What follows belongs to an exercise in optimizing a design on an open flow for small area; a production flow would make more cautious choices.
Function was checked by simulation only, so behaviour that the tests miss may differ from the original.
Power and IR drop assume default switching activity.

==> build 84 <==
==> flow/design.v (excerpt) <==
module doc_axis_periphs (
    input               clk,
    input               reset_n,
    input               adc_avs_write_n,
    input               adc_avs_read_n,
    input  [3:0]        adc_avs_address,
    input  [31:0]       adc_avs_writedata,
    output [31:0]       adc_avs_readdata,
    output              adc_irq,
    input               pwm_avs_write_n,
    input               pwm_avs_read_n,
    input  [3:0]        pwm_avs_address,
    input  [31:0]       pwm_avs_writedata,
    output [31:0]       pwm_avs_readdata,
    input               sm_avs_write_n,
    input               sm_avs_read_n,
    input               sm_avs_address,
    input  [31:0]       sm_avs_writedata,
    output [31:0]       sm_avs_readdata,
    input               adc_pow_avs_write_n,
    input               adc_pow_avs_read_n,
    input  [3:0]        adc_pow_avs_address,
    input  [31:0]       adc_pow_avs_writedata,
    output [31:0]       adc_pow_avs_readdata,
    output              adc_pow_irq,
    output              pwm_sync_out,
    input               pwm_sync_in,
    input               adc_pow_sync_dat_u,
    input               adc_pow_sync_dat_w,
    output              adc_pow_overcurrent,
    input               adc_sync_dat_u,
    input               adc_sync_dat_w,
    output              adc_overcurrent,
    output [15:0]       pwm_carrier,
    output              pwm_carrier_latch,
    output              pwm_encoder_strobe_n,
    output              pwm_u_h,
    output              pwm_u_l,
    output              pwm_v_h,
    output              pwm_v_l,
    output              pwm_w_h,
    output              pwm_w_l,
    input               sm_overcurrent,
    input               sm_overvoltage,
    input               sm_undervoltage,
    input               sm_chopper,
    input               sm_dc_link_clk_err,
    input               sm_igbt_err,
    output              sm_error_out,
    output              sm_overcurrent_latch,
    output              sm_overvoltage_latch,
    output              sm_undervoltage_latch,
    output              sm_dc_link_clk_err_latch,
    output              sm_igbt_err_latch,
    output              sm_chopper_latch
);
export LEC_CHECK = 0
export CAP_MARGIN = 20
export CORE_MARGIN = 2
export CORE_UTILIZATION = 40
export CTS_BUF_LIST = sky130_fd_sc_hd__clkbuf_4 sky130_fd_sc_hd__clkbuf_8
export SLEW_MARGIN = 20
create_clock -name core_clock -period 10.0 [get_ports {clk}]
run.sh (not shown) runs the stock make flow with config.mk's settings and CLKGATE_MAP_FILE= SYNTH_SCRIPT=/design/flow/synth_recipe.tcl, a recipe that flattens the netlist after the stock synthesis.
==> inputs of trial 18, as changes to build 84 <==
--- a/flow/design.v
+++ b/flow/design.v
@@ -96,14 +96,33 @@
         wire p = a[i] ^ b[i];
         assign s[i] = p ^ c[i];
         assign c[i+1] = (a[i] & b[i]) | (p & c[i]);
     end
 endgenerate
 assign co = c[W];
 endmodule    
+module rc_carry #(
+    parameter W = 8
+) (
+    input  [W-1:0]  a,
+    input  [W-1:0]  b,
+    input           ci,
+    output          co
+);
+wire [W:0] c;
+assign c[0] = ci;
+genvar i;
+generate
+    for (i = 0; i < W; i = i + 1)
+    begin : bit_loop
+        assign c[i+1] = (a[i] & b[i]) | (c[i] & (a[i] | b[i]));
+    end
+endgenerate
+assign co = c[W];
+endmodule    
 `timescale 1ns/1ns
 module ssg_emb_sd_adc_dec128 (
     input               clk,
     input               reset_n,
     input               cnr128,      
     input               dec_rate,    
     input [15:0]        offset,      
@@ -246,16 +265,15 @@
     .cn_in      (cn2[12:0]),
     .sample     (sample16)
 );
 wire [9:0] sample16_abs;
 wire co_a, ge;
 rc_add #(10) add_abs (.a(sample16 ^ {10{sample16[9]}}), .b(10'b0), .ci(sample16[9]),
                       .s(sample16_abs), .co(co_a));
-wire [9:0] cmp_s;
-rc_add #(10) add_cmp (.a(sample16_abs), .b(~i_peak), .ci(1'b1), .s(cmp_s), .co(ge));
+rc_carry #(10) add_cmp (.a(sample16_abs), .b(~i_peak), .ci(1'b1), .co(ge));
 always @(posedge clk or negedge reset_n)
     if (~reset_n)
         oc <= 1'b0;
     else
         oc <= oc_en & ge;
 reg oc_r;
 always @(posedge clk)
@@ -484,30 +502,35 @@
         4'h6:   avs_readdata <= {17'b0, trigger_up_reg};
         4'h7:   avs_readdata <= {17'b0, trigger_down_reg};
         4'h8:   avs_readdata <= {22'b0, gate_l[0], gate_h[0], gate_l[1], gate_h[1], gate_l[2], gate_h[2]};
         4'h9:   avs_readdata <= {16'b0, carrier};
         default:    avs_readdata <= 32'h0;
     endcase
 reg [14:0] pwm[0:2];
+reg pwm_valid;
+always @(posedge clk)
+    if (~pwm_enable)
+        pwm_valid <= 1'b0;
+    else if (carrier_latch)
+        pwm_valid <= 1'b1;
 generate
     genvar j;
     for (j = 0; j < 3; j = j + 1)
     begin : reg_gen_loop
         always @(posedge clk)
-            if (~pwm_enable)
-                pwm[j] <= 15'b0;
-            else if (carrier_latch)
+            if (carrier_latch)
                 pwm[j] <= pwm_reg[j];
     end
 endgenerate
 reg [14:0] counter;    
 reg [14:0] counter_nxt;    
 reg up;
 reg sync;
 wire co_nxt;
+wire last_down = (counter == 15'd1);
 always @(*)
     counter_nxt = counter_nxt_w;
 wire [14:0] counter_nxt_w;
 rc_add #(15) add_nxt (.a(counter), .b({15{~up}}), .ci(up), .s(counter_nxt_w), .co(co_nxt));
 always @(posedge clk or negedge reset_n)
 begin
     if (~reset_n)
@@ -529,34 +552,34 @@
 		begin
 			counter <= counter_nxt;
 			if (up & (counter_nxt == trigger_up_reg) | ~up & (counter_nxt == trigger_down_reg))
 				start <= 1'b1;
 			else
 				start <= 1'b0;
 		end
-		if (up & (counter_nxt == max_reg) | ~up & (counter_nxt == 15'b0))
+		if (up & (counter_nxt == max_reg) | ~up & last_down)
 		begin
 			up <= ~up;
 			carrier_latch <= 1'b1;
 		end
 		else
 			carrier_latch <= 1'b0;
     end
 end
 	always @(*)
-        if (~up & (counter_nxt == 15'b0))
+        if (~up & last_down)
             sync <= 1'b1;
         else
             sync <= 1'b0;
 assign sync_out = sync | sync_in;
 assign start_adc = start;
 always @(posedge clk or negedge reset_n)
     if (~reset_n)
         carrier <= 15'b0;
-    else if (~pwm_enable | sync_in | ~up & (counter_nxt == 15'b0))
+    else if (~pwm_enable | sync_in | ~up & last_down)
         carrier <= 15'b0;
     else
         carrier <= carrier_inc;
 wire [15:0] carrier_inc;
 wire co_car;
 rc_add #(16) add_car (.a(carrier), .b(16'b0), .ci(1'b1), .s(carrier_inc), .co(co_car));
 reg [2:0] strobe_count;
@@ -572,39 +595,38 @@
 		encoder_strobe_n <= 1'b1;
 	else if (carrier_latch)
 		encoder_strobe_n <= 1'b0;
 	else if (|strobe_count)
 		encoder_strobe_n <= 1'b0;
 	else
 		encoder_strobe_n <= 1'b1;
+wire [14:0] counter_n = ~counter;
 reg [7:0] dead_count[0:2];
 reg compare[0:2];
 reg compare_r[0:2];
 generate
     genvar i;
         for (i = 0; i < 3; i = i + 1)
         begin : op_gen_loop
-            wire [14:0] cmp_s;
-            wire cmp_co;
-            wire gt = ~cmp_co;
-            rc_add #(15) add_cmp (.a(counter), .b(~pwm[i]), .ci(1'b1), .s(cmp_s), .co(cmp_co));
+            wire gt;
+            rc_carry #(15) add_cmp (.a(pwm[i]), .b(counter_n), .ci(1'b0), .co(gt));
             wire [7:0] dc_dec;
             wire dc_co;
             rc_add #(8) add_dc (.a(dead_count[i]), .b(8'hFF), .ci(1'b0), .s(dc_dec), .co(dc_co));
             always @(posedge clk)
                 if (~pwm_enable)
                 begin
                     dead_count[i] <= block_reg;
                     compare[i] <= 1'b0;
                     compare_r[i] <= 1'b0;
                 end
                 else
                 begin
                     compare_r[i] <= compare[i];
-                    compare[i] <= gt;
+                    compare[i] <= pwm_valid & gt;
                     if (compare[i] != compare_r[i])
                         dead_count[i] <= block_reg;
                     else if (dead_count[i] != 8'b0)
                         dead_count[i] <= dc_dec;
                 end
             always @(posedge clk or negedge reset_n)
                 if (~reset_n)
==> flow/flow/run.sh (new file) <==
#!/bin/bash
# The standard layout (standard.sh) with two changes: every input and
# output port is buffered by the smallest buffer cell, and clock tree
# synthesis does not add dummy loads. standard.sh's full output goes to
# standard.log; ORFS's per-step logs stay under orfs/logs/.
set -euo pipefail
cat >> "$FLOW_CONFIG" <<'EOC'
export BUFFER_PORTS_ARGS = -buffer_cell sky130_fd_sc_hd__buf_1
export CTS_ARGS = -sink_clustering_enable -repair_clock_nets -sink_clustering_size 18 -sink_clustering_max_diameter 60 -buf_list sky130_fd_sc_hd__clkbuf_8 -dont_use_dummy_load
EOC
bash standard.sh > standard.log 2>&1
==> flow/standard.sh (new file) <==
#!/bin/bash
# synth_recipe.tcl (not shown) runs the flow's synth.tcl, then flattens the netlist and writes it again
# the make line also repeats each setting of config.mk as NAME=value (left out here)
make -C /OpenROAD-flow-scripts/flow DESIGN_CONFIG=/design/flow/config.mk WORK_HOME=/design/flow/orfs CLKGATE_MAP_FILE= SYNTH_SCRIPT=/design/flow/synth_recipe.tcl "${@:-finish}"
ABC_AREA = 1   (was unset)
BUFFER_PORTS_ARGS = -buffer_cell sky130_fd_sc_hd__buf_1   (was unset)
CORE_UTILIZATION = 80   (was 40)
CTS_ARGS = -sink_clustering_enable -repair_clock_nets -sink_clustering_size 18 -sink_clustering_max_diameter 60 -buf_list sky130_fd_sc_hd__clkbuf_8 -dont_use_dummy_load   (was unset)
CTS_BUF_LIST = unset   (was sky130_fd_sc_hd__clkbuf_4 sky130_fd_sc_hd__clkbuf_8)
removed: flow/run.sh
==> inputs of build 59, as changes to build 84 <==
--- a/flow/design.v
+++ b/flow/design.v
@@ -96,48 +96,68 @@
         wire p = a[i] ^ b[i];
         assign s[i] = p ^ c[i];
         assign c[i+1] = (a[i] & b[i]) | (p & c[i]);
     end
 endgenerate
 assign co = c[W];
 endmodule    
+module rc_carry #(
+    parameter W = 8
+) (
+    input  [W-1:0]  a,
+    input  [W-1:0]  b,
+    input           ci,
+    output          co
+);
+wire [W:0] c;
+assign c[0] = ci;
+genvar i;
+generate
+    for (i = 0; i < W; i = i + 1)
+    begin : bit_loop
+        assign c[i+1] = (a[i] & b[i]) | (c[i] & (a[i] | b[i]));
+    end
+endgenerate
+assign co = c[W];
+endmodule    
 `timescale 1ns/1ns
 module ssg_emb_sd_adc_dec128 (
     input               clk,
     input               reset_n,
     input               cnr128,      
     input               dec_rate,    
     input [15:0]        offset,      
     input [21:0]        cn_in,       
     output reg [15:0]   sample_r     
 );
-reg [18:0] d0, c3, c4, c5;
+reg [18:0] d0, c3, c4, c5n;
 wire [18:0] x   = dec_rate ? cn_in[18:0] : cn_in[21:3];
-wire [18:0] c3n, c4n, c5n;
+wire [18:0] s3n, s4n, s5n;
 wire co3, co4, co5, cox;
-rc_add #(19) sub3 (.a(x), .b(~d0), .ci(1'b1), .s(c3n), .co(co3));
-rc_add #(19) sub4 (.a(c3n), .b(~c3), .ci(1'b1), .s(c4n), .co(co4));
-rc_add #(19) sub5 (.a(c4n), .b(~c4), .ci(1'b1), .s(c5n), .co(co5));
+rc_add #(19) sub3 (.a(~x), .b(d0), .ci(1'b0), .s(s3n), .co(co3));
+rc_add #(19) sub4 (.a(s3n), .b(c3), .ci(1'b0), .s(s4n), .co(co4));
+rc_add #(19) sub5 (.a(s4n), .b(c4), .ci(1'b0), .s(s5n), .co(co5));
 always @(posedge clk or negedge reset_n)
     if (~reset_n)
     begin
         d0 <= 19'b0;
         c3 <= 19'b0;
         c4 <= 19'b0;
-        c5 <= 19'b0;
+        c5n <= {19{1'b1}};
     end
     else if (cnr128)
     begin
         d0 <= x;
-        c3 <= c3n;
-        c4 <= c4n;
-        c5 <= c5n;
-    end
-wire [18:0] sample_x;
-rc_add #(19) subx (.a(c5), .b(~{1'b0, offset, 2'b11}), .ci(1'b1), .s(sample_x), .co(cox));
+        c3 <= ~s3n;
+        c4 <= ~s4n;
+        c5n <= s5n;
+    end
+wire [18:0] sx_n;
+rc_add #(19) subx (.a(c5n), .b({1'b0, offset, 2'b11}), .ci(1'b0), .s(sx_n), .co(cox));
+wire [18:0] sample_x = ~sx_n;
 wire [15:0] sat = (sample_x[18] == sample_x[17]) ? sample_x[17:2] :
                   sample_x[18] ? 16'h8001 : 16'h7FFF;
 reg [15:0] s1, s2;
 always @(posedge clk or negedge reset_n)
     if (~reset_n)
     begin
         s1 <= 16'b0;
@@ -246,16 +266,15 @@
     .cn_in      (cn2[12:0]),
     .sample     (sample16)
 );
 wire [9:0] sample16_abs;
 wire co_a, ge;
 rc_add #(10) add_abs (.a(sample16 ^ {10{sample16[9]}}), .b(10'b0), .ci(sample16[9]),
                       .s(sample16_abs), .co(co_a));
-wire [9:0] cmp_s;
-rc_add #(10) add_cmp (.a(sample16_abs), .b(~i_peak), .ci(1'b1), .s(cmp_s), .co(ge));
+rc_carry #(10) add_cmp (.a(sample16_abs), .b(~i_peak), .ci(1'b1), .co(ge));
 always @(posedge clk or negedge reset_n)
     if (~reset_n)
         oc <= 1'b0;
     else
         oc <= oc_en & ge;
 reg oc_r;
 always @(posedge clk)
@@ -500,14 +519,15 @@
     end
 endgenerate
 reg [14:0] counter;    
 reg [14:0] counter_nxt;    
 reg up;
 reg sync;
 wire co_nxt;
+wire last_down = (counter == 15'd1);
 always @(*)
     counter_nxt = counter_nxt_w;
 wire [14:0] counter_nxt_w;
 rc_add #(15) add_nxt (.a(counter), .b({15{~up}}), .ci(up), .s(counter_nxt_w), .co(co_nxt));
 always @(posedge clk or negedge reset_n)
 begin
     if (~reset_n)
@@ -529,34 +549,34 @@
 		begin
 			counter <= counter_nxt;
 			if (up & (counter_nxt == trigger_up_reg) | ~up & (counter_nxt == trigger_down_reg))
 				start <= 1'b1;
 			else
 				start <= 1'b0;
 		end
-		if (up & (counter_nxt == max_reg) | ~up & (counter_nxt == 15'b0))
+		if (up & (counter_nxt == max_reg) | ~up & last_down)
 		begin
 			up <= ~up;
 			carrier_latch <= 1'b1;
 		end
 		else
 			carrier_latch <= 1'b0;
     end
 end
 	always @(*)
-        if (~up & (counter_nxt == 15'b0))
+        if (~up & last_down)
             sync <= 1'b1;
         else
             sync <= 1'b0;
 assign sync_out = sync | sync_in;
 assign start_adc = start;
 always @(posedge clk or negedge reset_n)
     if (~reset_n)
         carrier <= 15'b0;
-    else if (~pwm_enable | sync_in | ~up & (counter_nxt == 15'b0))
+    else if (~pwm_enable | sync_in | ~up & last_down)
         carrier <= 15'b0;
     else
         carrier <= carrier_inc;
 wire [15:0] carrier_inc;
 wire co_car;
 rc_add #(16) add_car (.a(carrier), .b(16'b0), .ci(1'b1), .s(carrier_inc), .co(co_car));
 reg [2:0] strobe_count;
@@ -572,25 +592,24 @@
 		encoder_strobe_n <= 1'b1;
 	else if (carrier_latch)
 		encoder_strobe_n <= 1'b0;
 	else if (|strobe_count)
 		encoder_strobe_n <= 1'b0;
 	else
 		encoder_strobe_n <= 1'b1;
+wire [14:0] counter_n = ~counter;
 reg [7:0] dead_count[0:2];
 reg compare[0:2];
 reg compare_r[0:2];
 generate
     genvar i;
         for (i = 0; i < 3; i = i + 1)
         begin : op_gen_loop
-            wire [14:0] cmp_s;
-            wire cmp_co;
-            wire gt = ~cmp_co;
-            rc_add #(15) add_cmp (.a(counter), .b(~pwm[i]), .ci(1'b1), .s(cmp_s), .co(cmp_co));
+            wire gt;
+            rc_carry #(15) add_cmp (.a(pwm[i]), .b(counter_n), .ci(1'b0), .co(gt));
             wire [7:0] dc_dec;
             wire dc_co;
             rc_add #(8) add_dc (.a(dead_count[i]), .b(8'hFF), .ci(1'b0), .s(dc_dec), .co(dc_co));
             always @(posedge clk)
                 if (~pwm_enable)
                 begin
                     dead_count[i] <= block_reg;
CORE_UTILIZATION = 55   (was 40)
CTS_BUF_LIST = sky130_fd_sc_hd__clkbuf_8   (was sky130_fd_sc_hd__clkbuf_4 sky130_fd_sc_hd__clkbuf_8)
CTS_CLUSTER_DIAMETER = 60   (was unset)
CTS_CLUSTER_SIZE = 16   (was unset)
==> qor summary <==
	build 84	trial 18	build 59
Outcome	timing/DRC/antenna clean	timing/DRC/antenna clean	timing/DRC/antenna clean
Relative slew margins	0.269	0.251	0.243
Nets	6,623	7,122	6,520
Worst slew pin tran	1.10 ns	1.12 ns	1.13 ns
Capturing element of the worst setup path	doc_adc_pow.chan_u.cn2[21]	doc_adc.chan_u.cn2[21]	doc_adc_pow.chan_u.cn2[21]
Fraction of synthesized cell area in xor and xnor cells	0.0217	0.0176	0.0226
Max Freq	0.103 GHz	0.101 GHz	0.103 GHz
DP Cell Count	7,674	7,159	7,079
Met2 WL	64,300 um	72,100 um	59,500 um
Switching power	11.8 mW	11.2 mW	10.1 mW
Count of flip-flops with a built-in enable after synthesis	64	109	64
Sequential group share of total power	0.298	0.346	0.346
Final routed wirelength across all metal layers	137,000 um	146,000 um	132,000 um
Row count	152	106	129
Sequential fraction of the synthesis area	0.505	0.526	0.512
Cell depth of the worst setup path	23	22	22
Combinational gate power	15.5 mW	14.2 mW	12.6 mW
Area growth syn-to-layout	14.8%	5.04%	10.3%
Combinational group share of total power	0.517	0.554	0.498
Portion of the layout cell area used by non-clock buffers	0.0317	0.0176	0.0334
Detailed-route via count	39,100	42,900	38,500
Wire length of the first global-routing pass	228,000 um	234,000 um	218,000 um
Netlist Area Pre-Place	69,000 sq um	67,000 sq um	68,200 sq um
Final worst setup slack	0.312 ns	0.120 ns	0.287 ns
Length of the first detailed-routing pass in iterations	7	6	9

[static timing again, ports no longer ideal]
The results above use ideal ports. As a check the final layouts listed here were re-extracted and re-timed, cells and wires unchanged. Step 1, drivers: a clkbuf_16 drives clk and a buf_2 each remaining input, both assumed. Step 2, shift: input delay + t, output delay - t, t = (earliest + latest rising clock arrival at the registers) / 2. This alone moves slack from input paths to output paths. Three values: no drivers, after step 1, after step 2; two values: the first two.
run	t, ns	setup slack, ns	worst slew at a driven data input, ns	pins driven straight from the clock port
build 84	1.008	0.312 / 0.263 / 0.312	0.09	1
trial 18	0.818	0.120 / 0.120 / 0.120	0.08	1
build 59	0.942	0.287 / 0.287 / 0.287	0.12	1
After both steps every run listed still meets setup and hold.
